Context: an optimization exercise on an open-source flow, tuned for small area, a short achievable clock period and few clock cycles. The choices shown serve that exercise and are no tape-out recipe. At most, simulation tests tie the RTL to the original design; equivalence was not proved.

==> 09-06: inputs <==
## FPU
module FPU
	#(
		parameter PRECISION = 32
	) (
		input [PRECISION-1:0] A,
		input [PRECISION-1:0] B,
		input Clk,
		input Reset,
		input [1:0] Operation,
		output [PRECISION-1:0] Result,
		output Done
	);
==> module FP_Multiplier, before the edit <==
module FP_Multiplier (
	input  [31:0] A,
	input  [31:0] B,
	input  [7:0]  expAdj,
	output [31:0] Result
);
	wire s1 = A[31];
	wire s2 = B[31];
	wire [8:0] e1 = {1'b0, A[30:23]};
	wire [8:0] e2 = {1'b0, B[30:23]};
	wire [47:0] P = {1'b1, A[22:0]} * {1'b1, B[22:0]};
	wire hi = P[47];
	wire A_zero = (A == 32'h00000000);
	wire B_zero = (B == 32'h00000000);
	wire A_inf = (A[30:0] == 31'h7f800000);
	wire B_inf = (B[30:0] == 31'h7f800000);
	wire A_nan = (A == 32'h7fffffff);
	wire B_nan = (B == 32'h7fffffff);
	wire [8:0] sum0 = e1 + e2;
	wire [8:0] sum1 = e1 + e2 + 9'd1;
	wire ov0 = sum0 > 9'd381;
	wire ov1 = sum1 > 9'd381;
	wire un0 = sum0 < 9'd127;
	wire un1 = sum1 < 9'd127;
	wire [7:0] x0 = sum0[7:0] - 8'd127 + expAdj;
	wire [7:0] x1 = sum1[7:0] - 8'd127 + expAdj;
	wire [7:0] xInf = 8'hff + expAdj;
	wire [7:0] xZero = expAdj;
	wire nanRes = ((A_zero & B_inf) | (B_zero & A_inf)) |
	              (~(A_inf | B_inf) & ~(A_zero | B_zero) & (A_nan | B_nan));
	wire infRes = ~nanRes & (A_inf | B_inf);
	wire zeroRes = ~nanRes & ~infRes & (A_zero | B_zero);
	wire special = nanRes | infRes | zeroRes;
	wire sSpecial = infRes ? (s1 ^ s2) : 1'b0;
	wire [7:0] eSpecial = nanRes ? 8'hff + expAdj : infRes ? xInf : xZero;
	wire [22:0] mSpecial = nanRes ? 23'h7fffff : 23'd0;
	wire ov = hi ? ov1 : ov0;
	wire un = hi ? un1 : un0;
	wire [7:0] eNorm = un ? xZero : ov ? xInf : (hi ? x1 : x0);
	wire [22:0] mNorm = (un | ov) ? 23'd0 : (hi ? P[46:24] : P[45:23]);
	assign Result = special ? {sSpecial, eSpecial, mSpecial} : {s1 ^ s2, eNorm, mNorm};
endmodule
==> module FPU, before the edit <==
module FPU
	#(
		parameter PRECISION = 32
	) (
		input [PRECISION-1:0] A,
		input [PRECISION-1:0] B,
		input Clk,
		input Reset,
		input [1:0] Operation,
		output [PRECISION-1:0] Result,
		output Done
	);
	localparam [31:0] C32 = 32'b0_01111111_11100001111000011110001;
	localparam [31:0] C48 = 32'b0_10000000_01101001011010010110101;
	localparam [31:0] TWO = 32'h40000000;
	reg [31:0] rA, rB;
	reg [1:0] rOp;
	reg [31:0] X, Y, R;
	reg [2:0] iter;
	reg D;
	reg sStart, sA0, sT, sS, sX, sF;
	wire [31:0] Nq = {rA[31], 8'd126, rA[22:0]};
	wire [31:0] Dq = {rB[31], 8'd126, rB[22:0]};
	wire divSpecial;
	wire [31:0] divSpecialResult;
	wire [8:0] expDiff;
	FP_DivCheck chk (.A(rA), .B(rB), .special(divSpecial), .specialResult(divSpecialResult), .expDiff(expDiff));
	wire [31:0] mulA = sStart ? (rOp[0] ? C32 : rA) : sT ? X : sX ? Y : Nq;
	wire [31:0] mulB = (sStart | sT) ? {rB[31], ((sStart & ~rOp[0]) ? rB[30:23] : 8'd126), rB[22:0]} : X;
	wire [7:0] mulAdj = sF ? expDiff[7:0] - 8'd254 : 8'd0;
	wire [31:0] mulR;
	FP_Multiplier mul (.A(mulA), .B(mulB), .expAdj(mulAdj), .Result(mulR));
	wire addDiv = rOp[1];
	wire [31:0] addA = addDiv ? (sA0 ? C48 : TWO) : rA;
	wire [31:0] addB = addDiv ? Y : rB;
	wire addOp = addDiv | rOp[0];
	wire [31:0] addR;
	fadd_comb add (.inA(addA), .inB(addB), .op(addOp), .out(addR));
	wire converged = (mulR[31:1] == 31'h1fc00000);
	always @(posedge Clk) begin
		if (Reset) begin
			rA <= A;
			rB <= B;
			rOp <= Operation;
			sStart <= 1'b1;
			sA0 <= 1'b0; sT <= 1'b0; sS <= 1'b0; sX <= 1'b0; sF <= 1'b0;
			D <= 1'b0;
		end
		else begin
			sStart <= 1'b0;
			sA0 <= 1'b0; sT <= 1'b0; sS <= 1'b0; sX <= 1'b0; sF <= 1'b0;
			if (sStart) begin
				if (~rOp[1]) begin
					R <= addR;
					D <= 1'b1;
				end
				else if (~rOp[0]) begin
					R <= mulR;
					D <= 1'b1;
				end
				else if (divSpecial) begin
					R <= divSpecialResult;
					D <= 1'b1;
				end
				else begin
					Y <= mulR;
					sA0 <= 1'b1;
				end
			end
			if (sA0) begin
				X <= addR;
				iter <= 3'd1;
				sT <= 1'b1;
			end
			if (sT) begin
				Y <= mulR;
				if (converged)
					sF <= 1'b1;
				else
					sS <= 1'b1;
			end
			if (sS) begin
				Y <= addR;
				sX <= 1'b1;
			end
			if (sX) begin
				X <= mulR;
				iter <= iter + 3'd1;
				if (mulR == X || iter == 3'd6)
					sF <= 1'b1;
				else
					sT <= 1'b1;
			end
			if (sF) begin
				R <= mulR;
				D <= 1'b1;
			end
		end
	end
	assign Result = R;
	assign Done = D;
endmodule
clock: 40.0 ns
lec_check: 0
cap_margin: 20
core_margin: 2
core_utilization: 40
slew_margin: 20
standard.sh (not shown) runs the stock make flow with config.mk's settings and CLKGATE_MAP_FILE= SYNTH_SCRIPT=/design/flow/synth_recipe.tcl, a recipe that flattens the netlist after the stock synthesis.
==> flow/flow/run.sh <==
#!/bin/bash
# Standard ORFS layout (the standard.sh, unchanged synthesis), with
# repair_timing asked to leave a larger setup margin than the default so the
# resizer works on the critical paths although the 40 ns clock is met.
set -euo pipefail
cd "$(dirname "$0")/.."
bash standard.sh SETUP_SLACK_MARGIN=31 finish > standard_flow.log 2>&1
==> 12-17: changes against 09-06 <==
--- a/flow/flow/run.sh
+++ b/flow/flow/run.sh
@@ -4,4 +4,4 @@
 # resizer works on the critical paths although the 40 ns clock is met.
 set -euo pipefail
 cd "$(dirname "$0")/.."
-bash standard.sh SETUP_SLACK_MARGIN=31 finish > standard_flow.log 2>&1
+bash standard.sh SETUP_SLACK_MARGIN=30 finish > standard_flow.log 2>&1
==> 02-25: changes against 09-06 <==
--- a/flow/design.v
+++ b/flow/design.v
@@ -93,7 +93,8 @@
 	wire s2 = B[31];
 	wire [8:0] e1 = {1'b0, A[30:23]};
 	wire [8:0] e2 = {1'b0, B[30:23]};
-	wire [47:0] P = {1'b1, A[22:0]} * {1'b1, B[22:0]};
+	wire [47:0] P;
+	mul24_booth mm (.a({1'b1, A[22:0]}), .b({1'b1, B[22:0]}), .p(P));
 	wire hi = P[47];
 	wire A_zero = (A == 32'h00000000);
 	wire B_zero = (B == 32'h00000000);
@@ -125,6 +126,49 @@
 	wire [22:0] mNorm = (un | ov) ? 23'd0 : (hi ? P[46:24] : P[45:23]);
 	assign Result = special ? {sSpecial, eSpecial, mSpecial} : {s1 ^ s2, eNorm, mNorm};
 endmodule
+module mul24_booth #(parameter N = 24) (
+	input  [N-1:0] a,
+	input  [N-1:0] b,
+	output [2*N-1:0] p
+);
+	localparam R = N / 2 + 1;           
+	wire [N+1:0] bx = {2'b00, b};
+	wire [2*N-1:0] rows [0:R-1];
+	wire [2*N-1:0] negs [0:R-1];
+	genvar i;
+	generate
+		for (i = 0; i < R; i = i + 1) begin : g
+			wire b2 = bx[2*i+1];
+			wire b1 = bx[2*i];
+			wire b0 = (i == 0) ? 1'b0 : bx[2*i-1];
+			wire one = b1 ^ b0;
+			wire two = (b2 & ~b1 & ~b0) | (~b2 & b1 & b0);
+			wire neg = b2 & ~(b1 & b0);
+			wire [N:0] mag = ({N+1{one}} & {1'b0, a}) | ({N+1{two}} & {a, 1'b0});
+			wire [N:0] x = mag ^ {N+1{neg}};
+			assign rows[i] = {{(2*N){1'b0}}, ~neg, x} << (2*i);
+			assign negs[i] = {{(2*N-1){1'b0}}, neg} << (2*i);
+		end
+	endgenerate
+	function [2*N-1:0] kconst;
+		input dummy;
+		integer j;
+		begin
+			kconst = 0;
+			for (j = 0; j < R; j = j + 1)
+				kconst = kconst - ({{(2*N-1){1'b0}}, 1'b1} << (N + 1 + 2*j));
+		end
+	endfunction
+	localparam [2*N-1:0] K = kconst(1'b0);
+	reg [2*N-1:0] acc;
+	integer k;
+	always @(*) begin
+		acc = K;
+		for (k = 0; k < R; k = k + 1)
+			acc = acc + rows[k] + negs[k];
+	end
+	assign p = acc;
+endmodule
 module FP_DivCheck (
 	input  [31:0] A,
 	input  [31:0] B,
@@ -164,7 +208,7 @@
 	localparam [31:0] TWO = 32'h40000000;
 	reg [31:0] rA, rB;
 	reg [1:0] rOp;
-	reg [31:0] X, Y, R;
+	reg [31:0] X, Y;
 	reg [2:0] iter;
 	reg D;
 	reg sStart, sA0, sT, sS, sX, sF;
@@ -174,6 +218,7 @@
 	wire [31:0] divSpecialResult;
 	wire [8:0] expDiff;
 	FP_DivCheck chk (.A(rA), .B(rB), .special(divSpecial), .specialResult(divSpecialResult), .expDiff(expDiff));
+	wire isDiv = rOp[1] & rOp[0];
 	wire [31:0] mulA = sStart ? (rOp[0] ? C32 : rA) : sT ? X : sX ? Y : Nq;
 	wire [31:0] mulB = (sStart | sT) ? {rB[31], ((sStart & ~rOp[0]) ? rB[30:23] : 8'd126), rB[22:0]} : X;
 	wire [7:0] mulAdj = sF ? expDiff[7:0] - 8'd254 : 8'd0;
@@ -186,66 +231,35 @@
 	wire [31:0] addR;
 	fadd_comb add (.inA(addA), .inB(addB), .op(addOp), .out(addR));
 	wire converged = (mulR[31:1] == 31'h1fc00000);
+	wire stop = (mulR == X) | (iter == 3'd6);
 	always @(posedge Clk) begin
 		if (Reset) begin
 			rA <= A;
 			rB <= B;
 			rOp <= Operation;
-			sStart <= 1'b1;
-			sA0 <= 1'b0; sT <= 1'b0; sS <= 1'b0; sX <= 1'b0; sF <= 1'b0;
-			D <= 1'b0;
-		end
-		else begin
-			sStart <= 1'b0;
-			sA0 <= 1'b0; sT <= 1'b0; sS <= 1'b0; sX <= 1'b0; sF <= 1'b0;
-			if (sStart) begin
-				if (~rOp[1]) begin
-					R <= addR;
-					D <= 1'b1;
-				end
-				else if (~rOp[0]) begin
-					R <= mulR;
-					D <= 1'b1;
-				end
-				else if (divSpecial) begin
-					R <= divSpecialResult;
-					D <= 1'b1;
-				end
-				else begin
-					Y <= mulR;
-					sA0 <= 1'b1;
-				end
-			end
-			if (sA0) begin
-				X <= addR;
-				iter <= 3'd1;
-				sT <= 1'b1;
-			end
-			if (sT) begin
-				Y <= mulR;
-				if (converged)
-					sF <= 1'b1;
-				else
-					sS <= 1'b1;
-			end
-			if (sS) begin
-				Y <= addR;
-				sX <= 1'b1;
-			end
-			if (sX) begin
-				X <= mulR;
-				iter <= iter + 3'd1;
-				if (mulR == X || iter == 3'd6)
-					sF <= 1'b1;
-				else
-					sT <= 1'b1;
-			end
-			if (sF) begin
-				R <= mulR;
-				D <= 1'b1;
-			end
-		end
-	end
-	assign Result = R;
+		end
+		sStart <= Reset;
+		sA0 <= ~Reset & sStart & isDiv & ~divSpecial;
+		sT <= ~Reset & (sA0 | (sX & ~stop));
+		sS <= ~Reset & sT & ~converged;
+		sX <= ~Reset & sS;
+		sF <= ~Reset & ((sT & converged) | (sX & stop));
+		D <= ~Reset & (D | (sStart & ~(isDiv & ~divSpecial)) | sF);
+		if (sStart)
+			X <= ~rOp[1] ? addR : ~rOp[0] ? mulR : divSpecialResult;
+		if (sA0)
+			X <= addR;
+		if (sX | sF)
+			X <= mulR;
+		if (sStart | sT)
+			Y <= mulR;
+		if (sS)
+			Y <= addR;
+		if (sA0)
+			iter <= 3'd1;
+		if (sX)
+			iter <= iter + 3'd1;
+	end
+	assign Result = X;
 	assign Done = D;
 endmodule
--- a/flow/flow/run.sh
+++ b/flow/flow/run.sh
@@ -4,4 +4,4 @@
 # resizer works on the critical paths although the 40 ns clock is met.
 set -euo pipefail
 cd "$(dirname "$0")/.."
-bash standard.sh SETUP_SLACK_MARGIN=31 finish > standard_flow.log 2>&1
+bash standard.sh SETUP_SLACK_MARGIN=30 finish > standard_flow.log 2>&1
==> run summary <==
                                                                                  09-06           02-25            12-17
Critical path endpoint                                                    sF$_SDFF_PP0_       Result[9]  R[28]$_DFFE_PP_
Clk tree area frac                                                               0.0113          0.0125           0.0129
Clock slew at the register clock pins of the worst setup and hold paths           80 ps           70 ps           100 ps
Tapcell Cnt                                                                        1403            1276             1403
Sequential cell count                                                               172             140              172
Yosys warning count                                                                   2               3                2
#FFs+latches synth                                                                  172             140              172
Xor and xnor fraction of the mapped netlist area                                 0.0362          0.0972           0.0362
Transition time at the pin with the least slew margin                           1300 ps         1170 ps          1350 ps
Cell area after placement                                                  0.0458 sq mm    0.0420 sq mm     0.0457 sq mm
Final HPWL DP                                                                 144000 um       130000 um        146000 um
Max stage delay cell, worst path                                                   fa_1        edfxtp_1         o311ai_0
Cell count of the worst hold path                                                     1               2                1
Fraction of post-synthesis cell area in the top cell type by area                 0.229           0.133            0.229
Vias per cell                                                                      6.38            6.51             6.29
Layout multi-input combinational cell count                                        4267            4123             4260
Tmin final                                                                      9600 ps        10040 ps          9900 ps
Status                                                                   finished clean  finished clean   finished clean
Number of setup buffers added after CTS                                             273              58               60
Via count of the first global-routing pass                                        44283           38814            41847
Origin of the worst min-delay path                                       D$_SDFFE_PP0P_       D$_DFF_P_   D$_SDFFE_PP0P_
Area overhead of the layout relative to synthesis                                 28.4%           19.1%            17.1%
Layout cells sized above 1                                                        0.233           0.151            0.131
Fraction of the mapped netlist area in compound gates                             0.192           0.251            0.192
Worst slew slack as a fraction of its limit                                       0.125           0.200            0.103
Count of fill cells added during filler insertion                                 10006            9428            10569
Type of element capturing the critical path                                    register     output port         register
Testbench counts of 09-06, summed over its fixed seeds: cycles 84,080.
Testbench counts of 12-17, summed over its fixed seeds: cycles 84,080.
Function not checked in 02-25: the RTL went through the layout flow alone.

==> static timing again, ports no longer ideal <==
The results above use ideal ports. As a check the final layouts listed here were re-extracted and re-timed, cells and wires unchanged. Step 1 (the two cells are an assumption about what drives the block):
set clk [get_ports {Clk}]
set_driving_cell -lib_cell sky130_fd_sc_hd__clkbuf_16 $clk
set_driving_cell -lib_cell sky130_fd_sc_hd__buf_2 [delete_from_list [all_inputs] $clk]
Step 2 also shifts input and output timing later by t, the mid clock arrival at the registers, as if the neighbouring blocks saw the same clock. Three values: ideal ports, drivers, drivers and shift; two values: the first two.
run	t (ns)	slack for setup (ns)	worst setup path at the end
09-06	0.562	30.403 / 30.403 / 30.294	input to register
12-17	0.556	30.102 / 30.102 / 29.981	input to register
02-25	0.524	29.964 / 29.917 / 30.133	register to register
After both steps every run listed still meets setup and hold. For 12-17, which loses most, drivers alone change the setup slack by 0.000 ns; drivers and shift together by -0.121 ns.
